Context: an optimization exercise on an open-source flow, tuned for a short achievable clock period and few clock cycles. The choices shown serve that exercise and are no tape-out recipe. For this run, only the layout was checked, not whether the RTL still works. Power is estimated from default activity; no workload was simulated.

[flow/run.sh]
#!/bin/bash
# synth_recipe.tcl (not shown) runs the flow's synth.tcl, then flattens the netlist and writes it again
# the make line also repeats each setting of config.mk as NAME=value (left out here)
make -C /OpenROAD-flow-scripts/flow DESIGN_CONFIG=/design/flow/config.mk WORK_HOME=/design/flow/orfs CLKGATE_MAP_FILE= SYNTH_SCRIPT=/design/flow/synth_recipe.tcl finish
[flow/design.v]
module mul_pp_tree (
	input  logic [31:0] a,
	input  logic [31:0] b,
	input  logic        sg,
	output logic [63:0] r0, r1, r2, r3
);
	logic [63:0] ax;
	logic        bs;
	assign ax = {{32{sg & a[31]}}, a};
	assign bs = sg & b[31];
	logic [63:0] pp0;
	assign pp0 = {64{b[0]}} & (ax << 0);
	logic [63:0] pp1;
	assign pp1 = {64{b[1]}} & (ax << 1);
	logic [63:0] pp2;
	assign pp2 = {64{b[2]}} & (ax << 2);
	logic [63:0] pp3;
	assign pp3 = {64{b[3]}} & (ax << 3);
	logic [63:0] pp4;
	assign pp4 = {64{b[4]}} & (ax << 4);
	logic [63:0] pp5;
	assign pp5 = {64{b[5]}} & (ax << 5);
	logic [63:0] pp6;
	assign pp6 = {64{b[6]}} & (ax << 6);
	logic [63:0] pp7;
	assign pp7 = {64{b[7]}} & (ax << 7);
	logic [63:0] pp8;
	assign pp8 = {64{b[8]}} & (ax << 8);
	logic [63:0] pp9;
	assign pp9 = {64{b[9]}} & (ax << 9);
	logic [63:0] pp10;
	assign pp10 = {64{b[10]}} & (ax << 10);
	logic [63:0] pp11;
	assign pp11 = {64{b[11]}} & (ax << 11);
	logic [63:0] pp12;
	assign pp12 = {64{b[12]}} & (ax << 12);
	logic [63:0] pp13;
	assign pp13 = {64{b[13]}} & (ax << 13);
	logic [63:0] pp14;
	assign pp14 = {64{b[14]}} & (ax << 14);
	logic [63:0] pp15;
	assign pp15 = {64{b[15]}} & (ax << 15);
	logic [63:0] pp16;
	assign pp16 = {64{b[16]}} & (ax << 16);
	logic [63:0] pp17;
	assign pp17 = {64{b[17]}} & (ax << 17);
	logic [63:0] pp18;
	assign pp18 = {64{b[18]}} & (ax << 18);
	logic [63:0] pp19;
	assign pp19 = {64{b[19]}} & (ax << 19);
	logic [63:0] pp20;
	assign pp20 = {64{b[20]}} & (ax << 20);
	logic [63:0] pp21;
	assign pp21 = {64{b[21]}} & (ax << 21);
	logic [63:0] pp22;
	assign pp22 = {64{b[22]}} & (ax << 22);
	logic [63:0] pp23;
	assign pp23 = {64{b[23]}} & (ax << 23);
	logic [63:0] pp24;
	assign pp24 = {64{b[24]}} & (ax << 24);
	logic [63:0] pp25;
	assign pp25 = {64{b[25]}} & (ax << 25);
	logic [63:0] pp26;
	assign pp26 = {64{b[26]}} & (ax << 26);
	logic [63:0] pp27;
	assign pp27 = {64{b[27]}} & (ax << 27);
	logic [63:0] pp28;
	assign pp28 = {64{b[28]}} & (ax << 28);
	logic [63:0] pp29;
	assign pp29 = {64{b[29]}} & (ax << 29);
	logic [63:0] pp30;
	assign pp30 = {64{b[30]}} & (ax << 30);
	logic [63:0] pp31;
	assign pp31 = {64{b[31]}} & (ax << 31);
	logic [63:0] pp32, pp33;
	assign pp32 = {64{bs}} & ((~ax) << 32);
	assign pp33 = {31'b0, bs, 32'b0};
	logic [63:0] t0_0;
	logic [63:0] t0_1;
	logic [63:0] t0_2;
	logic [63:0] t0_3;
	logic [63:0] t0_4;
	logic [63:0] t0_5;
	logic [63:0] t0_6;
	logic [63:0] t0_7;
	logic [63:0] t0_8;
	logic [63:0] t0_9;
	logic [63:0] t0_10;
	logic [63:0] t0_11;
	logic [63:0] t0_12;
	logic [63:0] t0_13;
	logic [63:0] t0_14;
	logic [63:0] t0_15;
	logic [63:0] t0_16;
	logic [63:0] t0_17;
	logic [63:0] t0_18;
	logic [63:0] t0_19;
	logic [63:0] t0_20;
	logic [63:0] t0_21;
	logic [63:0] t1_0;
	logic [63:0] t1_1;
	logic [63:0] t1_2;
	logic [63:0] t1_3;
	logic [63:0] t1_4;
	logic [63:0] t1_5;
	logic [63:0] t1_6;
	logic [63:0] t1_7;
	logic [63:0] t1_8;
	logic [63:0] t1_9;
	logic [63:0] t1_10;
	logic [63:0] t1_11;
	logic [63:0] t1_12;
	logic [63:0] t1_13;
	logic [63:0] t2_0;
	logic [63:0] t2_1;
	logic [63:0] t2_2;
	logic [63:0] t2_3;
	logic [63:0] t2_4;
	logic [63:0] t2_5;
	logic [63:0] t2_6;
	logic [63:0] t2_7;
	logic [63:0] t2_8;
	logic [63:0] t2_9;
	logic [63:0] t3_0;
	logic [63:0] t3_1;
	logic [63:0] t3_2;
	logic [63:0] t3_3;
	logic [63:0] t3_4;
	logic [63:0] t3_5;
	logic [63:0] t4_0;
	logic [63:0] t4_1;
	logic [63:0] t4_2;
	logic [63:0] t4_3;
	logic [63:0] t5_0;
	logic [63:0] t5_1;
	logic [63:0] t5_2;
	logic [63:0] t5_3;
	assign t0_0 = pp0 ^ pp1 ^ pp2;
	assign t0_1 = {((pp0 & pp1) | (pp0 & pp2) | (pp1 & pp2))} << 1;
	assign t0_2 = pp3 ^ pp4 ^ pp5;
	assign t0_3 = {((pp3 & pp4) | (pp3 & pp5) | (pp4 & pp5))} << 1;
	assign t0_4 = pp6 ^ pp7 ^ pp8;
	assign t0_5 = {((pp6 & pp7) | (pp6 & pp8) | (pp7 & pp8))} << 1;
	assign t0_6 = pp9 ^ pp10 ^ pp11;
	assign t0_7 = {((pp9 & pp10) | (pp9 & pp11) | (pp10 & pp11))} << 1;
	assign t0_8 = pp12 ^ pp13 ^ pp14;
	assign t0_9 = {((pp12 & pp13) | (pp12 & pp14) | (pp13 & pp14))} << 1;
	assign t0_10 = pp15 ^ pp16 ^ pp17;
	assign t0_11 = {((pp15 & pp16) | (pp15 & pp17) | (pp16 & pp17))} << 1;
	assign t0_12 = pp18 ^ pp19 ^ pp20;
	assign t0_13 = {((pp18 & pp19) | (pp18 & pp20) | (pp19 & pp20))} << 1;
	assign t0_14 = pp21 ^ pp22 ^ pp23;
	assign t0_15 = {((pp21 & pp22) | (pp21 & pp23) | (pp22 & pp23))} << 1;
	assign t0_16 = pp24 ^ pp25 ^ pp26;
	assign t0_17 = {((pp24 & pp25) | (pp24 & pp26) | (pp25 & pp26))} << 1;
	assign t0_18 = pp27 ^ pp28 ^ pp29;
	assign t0_19 = {((pp27 & pp28) | (pp27 & pp29) | (pp28 & pp29))} << 1;
	assign t0_20 = pp30 ^ pp31 ^ pp32;
	assign t0_21 = {((pp30 & pp31) | (pp30 & pp32) | (pp31 & pp32))} << 1;
	assign t1_0 = t0_0 ^ t0_1 ^ t0_2;
	assign t1_1 = {((t0_0 & t0_1) | (t0_0 & t0_2) | (t0_1 & t0_2))} << 1;
	assign t1_2 = t0_3 ^ t0_4 ^ t0_5;
	assign t1_3 = {((t0_3 & t0_4) | (t0_3 & t0_5) | (t0_4 & t0_5))} << 1;
	assign t1_4 = t0_6 ^ t0_7 ^ t0_8;
	assign t1_5 = {((t0_6 & t0_7) | (t0_6 & t0_8) | (t0_7 & t0_8))} << 1;
	assign t1_6 = t0_9 ^ t0_10 ^ t0_11;
	assign t1_7 = {((t0_9 & t0_10) | (t0_9 & t0_11) | (t0_10 & t0_11))} << 1;
	assign t1_8 = t0_12 ^ t0_13 ^ t0_14;
	assign t1_9 = {((t0_12 & t0_13) | (t0_12 & t0_14) | (t0_13 & t0_14))} << 1;
	assign t1_10 = t0_15 ^ t0_16 ^ t0_17;
	assign t1_11 = {((t0_15 & t0_16) | (t0_15 & t0_17) | (t0_16 & t0_17))} << 1;
	assign t1_12 = t0_18 ^ t0_19 ^ t0_20;
	assign t1_13 = {((t0_18 & t0_19) | (t0_18 & t0_20) | (t0_19 & t0_20))} << 1;
	assign t2_0 = t1_0 ^ t1_1 ^ t1_2;
	assign t2_1 = {((t1_0 & t1_1) | (t1_0 & t1_2) | (t1_1 & t1_2))} << 1;
	assign t2_2 = t1_3 ^ t1_4 ^ t1_5;
	assign t2_3 = {((t1_3 & t1_4) | (t1_3 & t1_5) | (t1_4 & t1_5))} << 1;
	assign t2_4 = t1_6 ^ t1_7 ^ t1_8;
	assign t2_5 = {((t1_6 & t1_7) | (t1_6 & t1_8) | (t1_7 & t1_8))} << 1;
	assign t2_6 = t1_9 ^ t1_10 ^ t1_11;
	assign t2_7 = {((t1_9 & t1_10) | (t1_9 & t1_11) | (t1_10 & t1_11))} << 1;
	assign t2_8 = t1_12 ^ t1_13 ^ t0_21;
	assign t2_9 = {((t1_12 & t1_13) | (t1_12 & t0_21) | (t1_13 & t0_21))} << 1;
	assign t3_0 = t2_0 ^ t2_1 ^ t2_2;
	assign t3_1 = {((t2_0 & t2_1) | (t2_0 & t2_2) | (t2_1 & t2_2))} << 1;
	assign t3_2 = t2_3 ^ t2_4 ^ t2_5;
	assign t3_3 = {((t2_3 & t2_4) | (t2_3 & t2_5) | (t2_4 & t2_5))} << 1;
	assign t3_4 = t2_6 ^ t2_7 ^ t2_8;
	assign t3_5 = {((t2_6 & t2_7) | (t2_6 & t2_8) | (t2_7 & t2_8))} << 1;
	assign t4_0 = t3_0 ^ t3_1 ^ t3_2;
	assign t4_1 = {((t3_0 & t3_1) | (t3_0 & t3_2) | (t3_1 & t3_2))} << 1;
	assign t4_2 = t3_3 ^ t3_4 ^ t3_5;
	assign t4_3 = {((t3_3 & t3_4) | (t3_3 & t3_5) | (t3_4 & t3_5))} << 1;
	assign t5_0 = t4_0 ^ t4_1 ^ t4_2;
	assign t5_1 = {((t4_0 & t4_1) | (t4_0 & t4_2) | (t4_1 & t4_2))} << 1;
	assign t5_2 = t4_3 ^ t2_9 ^ pp33;
	assign t5_3 = {((t4_3 & t2_9) | (t4_3 & pp33) | (t2_9 & pp33))} << 1;
	assign r0 = t5_0;
	assign r1 = t5_1;
	assign r2 = t5_2;
	assign r3 = t5_3;
endmodule
module mul_final (
	input  logic [63:0] r0, r1, r2, r3,
	output logic [63:0] p
);
	logic [63:0] u0_0;
	logic [63:0] u0_1;
	logic [63:0] u1_0;
	logic [63:0] u1_1;
	assign u0_0 = r0 ^ r1 ^ r2;
	assign u0_1 = {((r0 & r1) | (r0 & r2) | (r1 & r2))} << 1;
	assign u1_0 = u0_0 ^ u0_1 ^ r3;
	assign u1_1 = {((u0_0 & u0_1) | (u0_0 & r3) | (u0_1 & r3))} << 1;
	assign p = u1_0 + u1_1;
endmodule
module top_level #(parameter WIDTH = 32)(
	input logic clk, rst,
	input logic [1:0] buttons,
	input logic [9:0] switches,
	output logic [31:0] OUTPORT,
	output logic [7:0] ram_addr,
	output logic [31:0] ram_wdata,
	output logic ram_we,
	input logic [31:0] ram_rdata
);
	logic [31:0] fpc;
	logic [7:0]  mar;
	logic        a_v, a_pt, if_v, if_pt;         
	logic [31:0] a_pc, a_pnpc, if_pc, if_pnpc;
	logic [1:0]  qr, qw;
	logic [2:0]  qn;
	logic [3:0]  q_pt;
	logic [31:0] q_ir [0:3];
	logic [31:0] q_pc [0:3];
	logic [31:0] q_pnpc [0:3];
	logic        d_v, d_pt;
	logic [31:0] d_ir, d_pc, d_pnpc;
	logic        x_v, x_wr, x_ld, x_st, x_mul, x_msg;
	logic [4:0]  x_rd, x_sh;
	logic        x_add, x_sub, x_and, x_or, x_xor, x_slt, x_sltu, x_sll, x_srl, x_sra, x_pass;
	logic        x_br, x_beq, x_bne, x_blez, x_bgtz, x_bltz, x_bgez, x_j, x_jr;
	logic        x_pt, x_pt_ok;
	logic        x_alt_t, x_alt_ok;              
	logic [31:0] x_alt;
	logic [31:0] x_a, x_b, x_s, x_pc, x_pc4, x_pc8, x_tg, x_tg4, x_pnpc;
	logic        m_v, m_wr, m_ld, m_mul;
	logic [4:0]  m_rd;
	logic [1:0]  m_sel;
	logic [31:0] m_res;
	logic [63:0] m_r0, m_r1, m_r2, m_r3;
	logic [63:0] prod;                           
	logic        l_v, l_wr;
	logic [4:0]  l_rd;
	logic [31:0] l_res;
	logic [31:0] rf [1:31];
	logic [31:1] rf_ok;
	logic [31:0] hi, lo;
	logic        hl_ok;
	logic [9:0]  in0, in1;
	logic [31:0] outport;
	logic        we_r;
	logic [31:0] wdata_r;
	logic [31:0] ic_v;
	logic [2:0]  ic_tag [0:31];
	logic [31:0] ic_dat [0:31];
	logic [15:0] btb_v;
	logic [3:0]  btb_tag [0:15];
	logic [7:0]  btb_tgt [0:15];
	logic [1:0]  btb_ctr [0:15];
	assign ram_addr  = mar;
	assign ram_we    = we_r;
	assign ram_wdata = wdata_r;
	assign OUTPORT   = outport;
	always_ff @(posedge clk or posedge rst) begin
		if (rst) begin
			in0 <= '0;
			in1 <= '0;
		end else begin
			if (buttons[0]) in0 <= switches;
			if (buttons[1]) in1 <= switches;
		end
	end
	logic [5:0] op, fn;
	logic [4:0] rs, rt, rdf;
	logic [15:0] imm;
	assign op  = d_ir[31:26];
	assign rs  = d_ir[25:21];
	assign rt  = d_ir[20:16];
	assign rdf = d_ir[15:11];
	assign fn  = d_ir[5:0];
	assign imm = d_ir[15:0];
	logic is_r;
	logic r_add, r_sub, r_and, r_or, r_xor, r_slt, r_sltu, r_sll, r_srl, r_sra;
	logic r_mult, r_multu, r_mfhi, r_mflo, r_jr;
	logic i_add, i_sub, i_and, i_or, i_xor, i_slt, i_sltu, i_lw, i_sw;
	logic b_eq, b_ne, b_lez, b_gtz, b_ltz, b_gez, i_j, i_jal, is_br;
	always_comb begin
		is_r    = (op == 6'b000000);
		r_add   = is_r && fn == 6'b100001;
		r_sub   = is_r && fn == 6'b100011;
		r_and   = is_r && fn == 6'b100100;
		r_or    = is_r && fn == 6'b100101;
		r_xor   = is_r && fn == 6'b100110;
		r_slt   = is_r && fn == 6'b101010;
		r_sltu  = is_r && fn == 6'b101011;
		r_sll   = is_r && fn == 6'b000000;
		r_srl   = is_r && fn == 6'b000010;
		r_sra   = is_r && fn == 6'b000011;
		r_mult  = is_r && fn == 6'b011000;
		r_multu = is_r && fn == 6'b011001;
		r_mfhi  = is_r && fn == 6'b010000;
		r_mflo  = is_r && fn == 6'b010010;
		r_jr    = is_r && fn == 6'b001000;
		i_add   = op == 6'b001001;
		i_sub   = op == 6'b010000;
		i_and   = op == 6'b001100;
		i_or    = op == 6'b001101;
		i_xor   = op == 6'b001110;
		i_slt   = op == 6'b001010;
		i_sltu  = op == 6'b001011;
		i_lw    = op == 6'b100011;
		i_sw    = op == 6'b101011;
		b_eq    = op == 6'b000100;
		b_ne    = op == 6'b000101;
		b_lez   = op == 6'b000110;
		b_gtz   = op == 6'b000111;
		b_ltz   = op == 6'b000001 && rt == 5'b00000;
		b_gez   = op == 6'b000001 && rt == 5'b00001;
		i_j     = op == 6'b000010;
		i_jal   = op == 6'b000011;
		is_br   = b_eq || b_ne || b_lez || b_gtz || op == 6'b000001;
	end
	logic r_alu, i_alu, use_rs, use_rt, use_imm, is_mf, is_mul;
	logic [4:0] dst;
	logic d_wr;
	always_comb begin
		r_alu   = r_add || r_sub || r_and || r_or || r_xor || r_slt || r_sltu;
		i_alu   = i_add || i_sub || i_and || i_or || i_xor || i_slt || i_sltu;
		is_mul  = r_mult || r_multu;
		is_mf   = r_mfhi || r_mflo;
		use_rs  = r_alu || is_mul || r_jr || i_alu || i_lw || i_sw || is_br;
		use_rt  = r_alu || is_mul || r_sll || r_srl || r_sra || i_sw || b_eq || b_ne;
		use_imm = i_alu || i_lw || i_sw;
		if (r_alu || is_mul || r_sll || r_srl || r_sra || is_mf) dst = rdf;
		else if (i_alu || i_lw) dst = rt;
		else if (i_jal) dst = 5'd31;
		else dst = 5'd0;
		d_wr = (dst != 5'd0);
	end
	logic [31:0] pc4, pc8, btg, btg4, jtg, jtg4, immz, imms;
	assign pc4  = d_pc + 32'd4;
	assign pc8  = d_pc + 32'd8;
	assign imms = {{14{imm[15]}}, imm, 2'b00};
	assign immz = {16'b0, imm};
	assign btg  = pc4 + imms;
	assign btg4 = pc8 + imms;
	assign jtg  = {pc4[31:28], d_ir[25:0], 2'b00};
	assign jtg4 = jtg + 32'd4;
	logic [31:0] ld_val;
	always_comb begin
		case (m_sel)
			2'd1: ld_val = {22'b0, in0};
			2'd2: ld_val = {22'b0, in1};
			default: ld_val = ram_rdata;
		endcase
	end
	logic [31:0] x_res;
	function automatic logic [31:0] rf_read(input logic [4:0] r);
		rf_read = (r != 5'd0 && rf_ok[r]) ? rf[r] : 32'd0;
	endfunction
	logic [31:0] rs_val, rt_val, rs_old, rt_old;
	logic rs_x, rt_x, rs_m, rt_m, rs_ml, rt_ml, rs_mm, rt_mm;
	always_comb begin
		rs_m  = m_v && m_wr && m_rd == rs;
		rt_m  = m_v && m_wr && m_rd == rt;
		rs_ml = rs_m && m_ld;
		rt_ml = rt_m && m_ld;
		if (rs_m) rs_old = m_res;
		else if (l_v && l_wr && l_rd == rs) rs_old = l_res;
		else rs_old = rf_read(rs);
		if (rt_m) rt_old = m_res;
		else if (l_v && l_wr && l_rd == rt) rt_old = l_res;
		else rt_old = rf_read(rt);
		rs_x = x_v && x_wr && x_rd == rs;
		rt_x = x_v && x_wr && x_rd == rt;
		rs_mm = rs_m && m_mul;
		rt_mm = rt_m && m_mul;
		rs_val = rs_x ? x_res : (rs_ml ? ld_val : (rs_mm ? prod[31:0] : rs_old));
		rt_val = rt_x ? x_res : (rt_ml ? ld_val : (rt_mm ? prod[31:0] : rt_old));
	end
	logic hz_rs, hz_rt, hz_ld, d_hold;
	always_comb begin
		hz_rs = rs != 5'd0 && rs_x && (x_ld || x_mul);
		hz_rt = rt != 5'd0 && rt_x && (x_ld || x_mul);
		hz_ld = i_lw && ((rs != 5'd0 && (rs_x || rs_ml || rs_mm)) || (x_v && x_st));
		d_hold = d_v && ((use_rs && hz_rs) || (use_rt && hz_rt) || hz_ld ||
		                 (is_mf && x_v && x_mul));
	end
	logic [9:0] ld_addr;
	assign ld_addr = rs_old[9:0] + imm[9:0];
	logic [31:0] add_r, sub_r, sll_r, srl_r, sra_r;
	logic slt_r, sltu_r;
	assign add_r  = x_a + x_b;
	assign sub_r  = x_a - x_b;
	assign slt_r  = $signed(x_a) < $signed(x_b);
	assign sltu_r = x_a < x_b;
	assign sll_r  = x_b << x_sh;
	assign srl_r  = x_b >> x_sh;
	assign sra_r  = $signed(x_b) >>> x_sh;
	assign x_res  = ({32{x_add}}  & add_r) |
	                ({32{x_sub}}  & sub_r) |
	                ({32{x_and}}  & (x_a & x_b)) |
	                ({32{x_or}}   & (x_a | x_b)) |
	                ({32{x_xor}}  & (x_a ^ x_b)) |
	                ({32{x_slt}}  & {31'b0, slt_r}) |
	                ({32{x_sltu}} & {31'b0, sltu_r}) |
	                ({32{x_sll}}  & sll_r) |
	                ({32{x_srl}}  & srl_r) |
	                ({32{x_sra}}  & sra_r) |
	                ({32{x_pass}} & x_a);
	logic a_zero, a_neg, eq, cond, taken, mis;
	logic [31:0] rtg, rtg4;
	always_comb begin
		a_zero = (x_a == 32'd0);
		a_neg  = x_a[31];
		eq     = (x_a == x_b);
		cond   = (x_beq && eq) || (x_bne && !eq) || (x_blez && (a_neg || a_zero)) ||
		         (x_bgtz && !(a_neg || a_zero)) || (x_bltz && a_neg) || (x_bgez && !a_neg);
		taken  = x_br ? cond : (x_j || x_jr);
		if (x_br)      mis = cond ? !x_pt_ok : x_pt;
		else if (x_j)  mis = !x_pt_ok;
		else if (x_jr) mis = !(x_pt && x_a == x_pnpc);
		else           mis = x_pt;
		mis = mis && x_v;
		if (x_jr) begin
			rtg  = x_a;
			rtg4 = x_a + 32'd4;
		end else if (taken) begin
			rtg  = x_tg;
			rtg4 = x_tg4;
		end else begin
			rtg  = x_pc4;
			rtg4 = x_pc8;
		end
	end
	logic st_x, is_out, is_in0, is_in1;
	assign st_x   = x_v && x_st;
	function automatic logic sum_is(input logic [31:0] a, input logic [31:0] b, input logic [31:0] k);
		logic [31:0] c;
		c = (a & b) | ((a | b) & ~k);
		sum_is = ((a ^ b ^ k) == {c[30:0], 1'b0});
	endfunction
	assign is_out = sum_is(x_a, x_b, 32'h0000FFFC);
	assign is_in0 = sum_is(x_a, x_b, 32'h0000FFF8);
	assign is_in1 = is_out;
	logic [63:0] pr0, pr1, pr2, pr3;
	mul_pp_tree u_mul_pp (.a(x_a), .b(x_b), .sg(x_msg), .r0(pr0), .r1(pr1), .r2(pr2), .r3(pr3));
	mul_final u_mul_fin (.r0(m_r0), .r1(m_r1), .r2(m_r2), .r3(m_r3), .p(prod));
	logic [3:0] bi;
	logic bhit;
	logic [31:0] fpred;
	assign bi    = fpc[5:2];
	assign bhit  = btb_v[bi] && btb_tag[bi] == fpc[9:6] && btb_ctr[bi][1];
	assign fpred = bhit ? {fpc[31:10], btb_tgt[bi], 2'b00} : fpc + 32'd4;
	logic [3:0] abi;
	logic [4:0] aci;
	logic abhit, ahit, fast;
	logic [31:0] apred;
	assign abi   = x_alt[5:2];
	assign abhit = btb_v[abi] && btb_tag[abi] == x_alt[9:6] && btb_ctr[abi][1];
	assign apred = abhit ? {x_alt[31:10], btb_tgt[abi], 2'b00} : x_alt + 32'd4;
	assign aci   = x_alt[6:2];
	assign ahit  = ic_v[aci] && ic_tag[aci] == x_alt[9:7];
	assign fast  = mis && x_alt_ok && ahit && ((x_br ? cond : x_j) == x_alt_t);
	logic [2:0] cnt;
	logic room;
	assign cnt  = 3'(d_v) + qn + 3'(a_v) + 3'(if_v);
	assign room = cnt <= 3'd4;
	logic [4:0] ci;
	logic chit, cpush;
	assign ci    = fpc[6:2];
	assign chit  = ic_v[ci] && ic_tag[ci] == fpc[9:7];
	assign cpush = !mis && chit && !a_v && !if_v && room;
	logic d_adv, d_go, ld_go;
	assign d_adv = !d_v || !d_hold;
	assign d_go  = d_v && !d_hold && !mis;
	assign ld_go = d_v && !d_hold && i_lw;
	logic        n_v, n_pt;
	logic [31:0] n_ir, n_pc, n_pnpc;
	always_comb begin
		n_v = if_v || cpush;
		if (if_v) begin
			n_pt = if_pt; n_ir = ram_rdata; n_pc = if_pc; n_pnpc = if_pnpc;
		end else begin
			n_pt = bhit; n_ir = ic_dat[ci]; n_pc = fpc; n_pnpc = fpred;
		end
	end
	logic q_take, n_byp, n_put;
	assign q_take = d_adv && qn != 3'd0;           
	assign n_byp  = d_adv && qn == 3'd0;           
	assign n_put  = n_v && !n_byp;                 
	logic fetch;
	assign fetch = !mis && !st_x && !ld_go && room && !chit;
	always_ff @(posedge clk or posedge rst) begin
		if (rst) begin
			fpc <= '0;
			a_v <= 1'b0; if_v <= 1'b0; d_v <= 1'b0;
			qr <= '0; qw <= '0; qn <= '0;
			x_v <= 1'b0; m_v <= 1'b0; l_v <= 1'b0;
			we_r <= 1'b0; outport <= '0;
			rf_ok <= '0; hl_ok <= 1'b0;
		end else begin
			we_r <= st_x && !is_out;
			if (st_x && is_out) outport <= x_s;
			if_v <= a_v && !mis;
			a_v <= fetch;
			if (fast) fpc <= apred;
			else if (mis) fpc <= rtg;
			else if (fetch || cpush) fpc <= fpred;
			if (mis) begin
				d_v <= fast;
				qn <= '0;
				qr <= qw;
			end else begin
				if (d_adv) d_v <= qn != 3'd0 || n_v;
				if (q_take) qr <= qr + 2'd1;
				if (n_put) qw <= qw + 2'd1;
				qn <= qn + 3'(n_put) - 3'(q_take);
			end
			x_v <= d_go;
			m_v <= x_v;
			l_v <= m_v;
			if (l_v && l_wr) rf_ok[l_rd] <= 1'b1;
			if (m_v && m_mul) hl_ok <= 1'b1;
		end
	end
	always_ff @(posedge clk) begin
		if (st_x) wdata_r <= x_s;
		if (st_x) begin
			mar <= add_r[9:2];
		end else if (ld_go) begin
			mar <= ld_addr[9:2];
		end else begin
			mar <= fpc[9:2];
			a_pc <= fpc; a_pnpc <= fpred; a_pt <= bhit;
		end
		if_pc <= a_pc; if_pnpc <= a_pnpc; if_pt <= a_pt;
		if (fast) begin
			d_ir <= ic_dat[aci]; d_pc <= x_alt; d_pnpc <= apred; d_pt <= abhit;
		end else if (q_take) begin
			d_ir <= q_ir[qr]; d_pc <= q_pc[qr]; d_pnpc <= q_pnpc[qr]; d_pt <= q_pt[qr];
		end else if (n_byp) begin
			d_ir <= n_ir; d_pc <= n_pc; d_pnpc <= n_pnpc; d_pt <= n_pt;
		end
		if (n_put) begin
			q_ir[qw] <= n_ir; q_pc[qw] <= n_pc; q_pnpc[qw] <= n_pnpc; q_pt[qw] <= n_pt;
		end
		x_wr <= d_wr; x_rd <= dst; x_sh <= d_ir[10:6];
		x_ld <= i_lw; x_st <= i_sw; x_mul <= is_mul; x_msg <= r_mult;
		x_add <= r_add || i_add || i_lw || i_sw;
		x_sub <= r_sub || i_sub;
		x_and <= r_and || i_and;
		x_or  <= r_or  || i_or;
		x_xor <= r_xor || i_xor;
		x_slt <= r_slt || i_slt;
		x_sltu <= r_sltu || i_sltu;
		x_sll <= r_sll; x_srl <= r_srl; x_sra <= r_sra;
		x_pass <= is_mf || i_jal;
		x_br <= is_br; x_beq <= b_eq; x_bne <= b_ne; x_blez <= b_lez; x_bgtz <= b_gtz;
		x_bltz <= b_ltz; x_bgez <= b_gez; x_j <= i_j || i_jal; x_jr <= r_jr;
		x_pt <= d_pt;
		x_pt_ok <= d_pt && (d_pnpc == ((i_j || i_jal) ? jtg : btg));
		x_alt_t <= (is_br || i_j || i_jal) && !(d_pt && (d_pnpc == ((i_j || i_jal) ? jtg : btg)));
		x_alt <= ((is_br || i_j || i_jal) && !(d_pt && (d_pnpc == ((i_j || i_jal) ? jtg : btg)))) ?
		         ((i_j || i_jal) ? jtg : btg) : pc4;
		x_alt_ok <= !r_jr;
		if (r_mfhi) x_a <= (m_v && m_mul) ? prod[63:32] : (hl_ok ? hi : 32'd0);
		else if (r_mflo) x_a <= (m_v && m_mul) ? prod[31:0] : (hl_ok ? lo : 32'd0);
		else if (i_jal) x_a <= pc4;
		else x_a <= rs_val;
		x_b <= use_imm ? immz : rt_val;
		x_s <= rt_val;
		x_pc <= d_pc; x_pc4 <= pc4; x_pc8 <= pc8; x_pnpc <= d_pnpc;
		x_tg  <= (i_j || i_jal) ? jtg : btg;
		x_tg4 <= (i_j || i_jal) ? jtg4 : btg4;
		m_wr <= x_wr; m_ld <= x_ld; m_mul <= x_mul; m_rd <= x_rd;
		m_sel <= is_in0 ? 2'd1 : (is_in1 ? 2'd2 : 2'd0);
		m_res <= x_res;
		if (x_v && x_mul) begin
			m_r0 <= pr0; m_r1 <= pr1; m_r2 <= pr2; m_r3 <= pr3;
		end
		if (m_v && m_mul) begin
			hi <= prod[63:32];
			lo <= prod[31:0];
		end
		l_wr <= m_wr; l_rd <= m_rd;
		l_res <= m_ld ? ld_val : (m_mul ? prod[31:0] : m_res);
		if (l_v && l_wr) rf[l_rd] <= l_res;
	end
	always_ff @(posedge clk or posedge rst) begin
		if (rst) begin
			ic_v <= '0;
		end else begin
			if (if_v) ic_v[if_pc[6:2]] <= 1'b1;
			if (st_x && ic_tag[add_r[6:2]] == add_r[9:7]) ic_v[add_r[6:2]] <= 1'b0;
		end
	end
	always_ff @(posedge clk) begin
		if (if_v) begin
			ic_tag[if_pc[6:2]] <= if_pc[9:7];
			ic_dat[if_pc[6:2]] <= ram_rdata;
		end
	end
	logic       u_v, u_tk, u_clr;
	logic [3:0] u_i, u_tag;
	logic [7:0] u_tgt;
	always_ff @(posedge clk or posedge rst) begin
		if (rst) begin
			u_v <= 1'b0; u_clr <= 1'b0;
		end else begin
			u_v <= x_v && (x_br || x_j || x_jr);
			u_clr <= x_v && !(x_br || x_j || x_jr) && x_pt;
		end
	end
	always_ff @(posedge clk) begin
		u_tk <= taken; u_i <= x_pc[5:2]; u_tag <= x_pc[9:6]; u_tgt <= rtg[9:2];
	end
	logic uhit;
	assign uhit = btb_v[u_i] && btb_tag[u_i] == u_tag;
	always_ff @(posedge clk or posedge rst) begin
		if (rst) begin
			btb_v <= '0;
		end else begin
			if (u_v && u_tk) btb_v[u_i] <= 1'b1;
			else if (u_clr) btb_v[u_i] <= 1'b0;
		end
	end
	always_ff @(posedge clk) begin
		if (u_v) begin
			if (u_tk) begin
				btb_tag[u_i] <= u_tag;
				btb_tgt[u_i] <= u_tgt;
				if (!uhit) btb_ctr[u_i] <= 2'b10;
				else if (btb_ctr[u_i] != 2'b11) btb_ctr[u_i] <= btb_ctr[u_i] + 2'b01;
			end else if (uhit && btb_ctr[u_i] != 2'b00) begin
				btb_ctr[u_i] <= btb_ctr[u_i] - 2'b01;
			end
		end
	end
endmodule
[flow/config.mk]
export PLATFORM = sky130hd
export DESIGN_NAME = top_level
export DESIGN_NICKNAME = top_level
export VERILOG_FILES = /design/flow/design.v
export SDC_FILE = /design/flow/constraint.sdc
export NUM_CORES = 4
export LEC_CHECK = 0
export ABC_CLOCK_PERIOD_IN_PS = 1000
export CAP_MARGIN = 60
export CORE_MARGIN = 2
export CORE_UTILIZATION = 40
export SETUP_SLACK_MARGIN = 5
export SLEW_MARGIN = 60
[flow/constraint.sdc]
create_clock -name core_clock -period 15.0 [get_ports {clk}]
set_input_delay 3.0000 -clock core_clock [delete_from_list [all_inputs] [get_ports {clk}]]
set_output_delay 3.0000 -clock core_clock [all_outputs]
set_load 0.01 [all_outputs]
==> results.toml <==
[status]
outcome = "timing/DRC/antenna clean"

[pwr]
p_per_area_nw_per_um2 = 200
intPower_mw = 29.1
switching_share = 0.408
finalPower_mw = 49.1
pwr-share-clk = 0.209
netSwitchingPower_mw = 20.0
pwr-share-seq = 0.316
p_leak_nw = 86.9
pwr-share-comb = 0.474
peakVddDrop_mv = 0.158

[global_routing]
grt_pass1_wl_um = 1070000
groute.usage.overall = 0.274
gr-total-overflow = 0
grt_pass1_vias = 140000
antenna_found_initial = 67
grt_max_degree = 76

[synthesis]
syn-cell-area_um2 = 217000
yosysSeqAreaShare = 0.503
synth_edf_count = 3177
async_reset_ff_frac = 0.0473
synth_area_leaders = "edfxtp_1 (44%), mux4_2 (17%), fa_1 (10%), dfxtp_1 (4.2%), nor2_1 (2.3%)"
ys_warn_count = 1
syn_inst = 15200
yosys.cell_count.top_type = "edfxtp_1"
syn_avg_cell_area_um2 = 14.3
synth.top_cells.by_count = "edfxtp_1 (3177), mux4_2 (1649), nor2_1 (1336)"
synth_fp_nets = 16700
yosysTopAreaCell = "edfxtp_1"
synth_top_area_share = 0.440
ys_ff_latch = 3808
ys.flop_type = "edfxtp_1"
yosysUniqueCellTypes = 117

[timing]
worst_slack_ns = 8.00
finalSetupViolations = 0
drv_slew = 0
hold_viol_final = 0
min_period_ns = 7.00
max-slew-margin-rel = 0.530
tightest_slew_ns = 0.701
fin_tns_setup_ns = 0
fin_crit_sh = 0.467
fmax_mhz = 143
fin_skew_ns = 0.122
rsz0062_at_grt = "false"

[clock_network]
htree_levels = 5
cts-buffers-inserted = 396
clockRootBuffer = "clkbuf_16"
cts_buffer_depth = 4
cts_tree = "yes"
clk_pin_slew_ns = 0.07
clock_latency_ns = 1.05
clkSinkCount = 3808
postCtsSetupRepairBufs = 0
hold_buffers = 0
cts_resized = 0

[floorplan]
core_area_um2 = 540000
initial_core_util = 0.401
ios = 119
die_w_um = 740
dieArea_um2 = 548000
die_y_um = 740
rows = 270

[flow_run]
maxCapViolations = 0

[placement]
dp_hpwl_um = 535000
place_ws_ns = 8.23
io_buffers = 118
gp_congestion = 1.02
placedCellCount = 22100

[drt]
drc = 0
drt_iter0_markers = 18200
drt_wl_total_um = 762000
vias = 140000
antenna_left = 0
avgViaCountPerCell = 6.14
wire_per_inst_um = 33.3
firstDrtPassIters = 6

[setup_path]
cp-start-kind = "flip-flop"
cp.arrival_ns = 7.87
criticalPathCategory = "flip-flop to flip-flop"
critPathMaxFanout = 30
cp-end-kind = "flip-flop"
crit_required_ns = 15.87

[layout]
final_nets = 16800
drive_gt1_frac = 0.229
nFillCells = 47300
regArea_um2 = 109000
final_cells = 22900
multi_input_area_um2 = 101000
area_growth_pct = 13.3

[worst_hold_path]
min_path_type = "flip-flop to flip-flop"
-- logic make-up after synthesis --
logic type	Yosys count	share of synthesized area
buffers and inverters	2304	0.0415
flip-flops	3808	0.503
XOR/XNOR	355	0.0144
adder cells (fa/ha/maj)	1485	0.125
AND/OR/NAND/NOR	3251	0.0660
AO/OA/AOI/OAI	1775	0.0535
multiplexers	2182	0.197
-- flip-flops by register name, summed over array words and instances (netlist names), 42 cells and up, named ones only --
signal	count
btb_tag	64
ic_dat	1024
m_r2	42
q_pnpc	128
q_pc	128
ic_tag	96
btb_tgt	128
rf	992
m_r1	57
m_r0	64
q_ir	128
-- area by class of cell --
class,count,area share
flip-flops and latches,3808,0.445
clock inverters,218,0.0101
well taps,7208,0.0367
multi-input cells,9048,0.411
inverters,1272,0.0196
diodes,24,0.000245
clock buffers,528,0.0445
repair buffers,748,0.0328
-- cells in the final DEF, fill, tap and decap left out, types with 102 or more instances in the layout --
master           netlist  routed
buf_6                 10     130
fa_1                1123    1122
xor2_1               123     102
a21oi_1              447     428
dfrtp_1              180     171
nor2_1              1336    1261
xnor2_1              230     205
buf_4                 16     336
a31oi_1              133     126
mux2i_1              357     317
mux2_2               145     145
inv_1               1261    1230
clkdlybuf4s50_1        0     112
edfxtp_1            3177    3177
o211ai_1             110     110
ha_1                 361     355
o21ai_0              358     301
nor3_1               154     140
a211oi_1             119     112
dfxtp_1              451     374
clkbuf_16              0     404
nand2_1             1031    1020
nand3_1              174     161
mux4_2              1649    1649
-- worst max-delay path, stage by stage, from the launching register on --
cell	delay [ns]
dfxtp_1	0.31
buf_4	0.32
clkinv_2	0.47
ha_1	0.62
nor4_2	0.42
nand2_1	0.34
nor4_4	0.55
mux2i_1	0.50
a31o_2	0.27
a311oi_4	0.13
buf_4	0.31
buf_4	0.30
nor4b_1	0.34
nor2_1	0.13
nor2_2	0.36
inv_1	0.11
ha_1	0.29
inv_1	0.04
ha_1	0.18
fa_1	0.41
xnor2_1	0.18
xnor2_1	0.14
nor2_1	0.05
-- power groups by stage --
stage          clock network [mW]  logic (mW)  registers [mW]
6_report                     10.3        23.3            15.5
2_1_floorplan                   0        14.8            14.7
5_1_grt                      10.8        24.4            15.7
3_5_place_dp                    0        22.7            15.7
3_3_place_gp                    0        21.7            15.9
4_1_cts                      10.4        22.8            15.5
-- worst paths after layout --
check	slack, ns	startpoint	depth (start not counted)	end
setup / recovery	8.00	x_a[21]$_DFF_P_	22	qn[2]$_DFF_PP0_
hold / removal	0.31	a_pnpc[9]$_DFFE_PP_	0	if_pnpc[9]$_DFF_P_
setup reg to reg	8.00	x_a[21]$_DFF_P_	22	qn[2]$_DFF_PP0_
hold reg to reg	0.31	a_pnpc[9]$_DFFE_PP_	0	if_pnpc[9]$_DFF_P_
max in group asynchronous	10.98	rst	6	fpc[3]$_DFFE_PP0P_
min in group asynchronous	2.42	rst	2	rf_ok[5]$_DFFE_PP0P_
-- metrics by stage --
stage          area, um^2  hold WS [ns]  utilization
6_report           246000         0.307        0.455
3_3_place_gp       227000         0.324        0.420
4_1_cts            245000         0.311        0.453
3_5_place_dp       231000         0.327        0.428
2_1_floorplan      217000         0.310            -
5_1_grt            246000         0.319        0.455
-- routing by layer --
layer / share of wire / global-route usage
met1: 0.39 / 0.368
met2: 0.45 / 0.415
met3: 0.11 / 0.0687
met4: 0.060 / 0.136
met5: 0.00034 / 0

## static timing again, ports no longer ideal
How much do the figures lean on ideal ports? The routed layout below was timed once more, with nothing changed but the port constraints.
Step 1 (the two cells are an assumption about what drives the block):
set clk [get_ports {clk}]
set_driving_cell -lib_cell sky130_fd_sc_hd__clkbuf_16 $clk
set_driving_cell -lib_cell sky130_fd_sc_hd__buf_2 [delete_from_list [all_inputs] $clk]
Step 2 moves the port delays by t, midway between the first and last clock arrival at a register: inputs arrive t later, outputs are due t later. That takes back most of the time a late clock gives input paths.
Slacks: ideal / step 1 / step 2; pairs: ideal / step 1.
shift t [ns]: 1.128
setup slack, ns: 8.001 / 8.001 / 8.001
worst setup path after step 2: register to register
clock arrival spread, ns: 0.131 / 0.131
slew at the worst register clock pin (ns): 0.07 / 0.07
After both steps setup and hold are still met in this run. For this run, drivers alone change the setup slack by 0.000 ns; drivers and shift together by 0.000 ns.
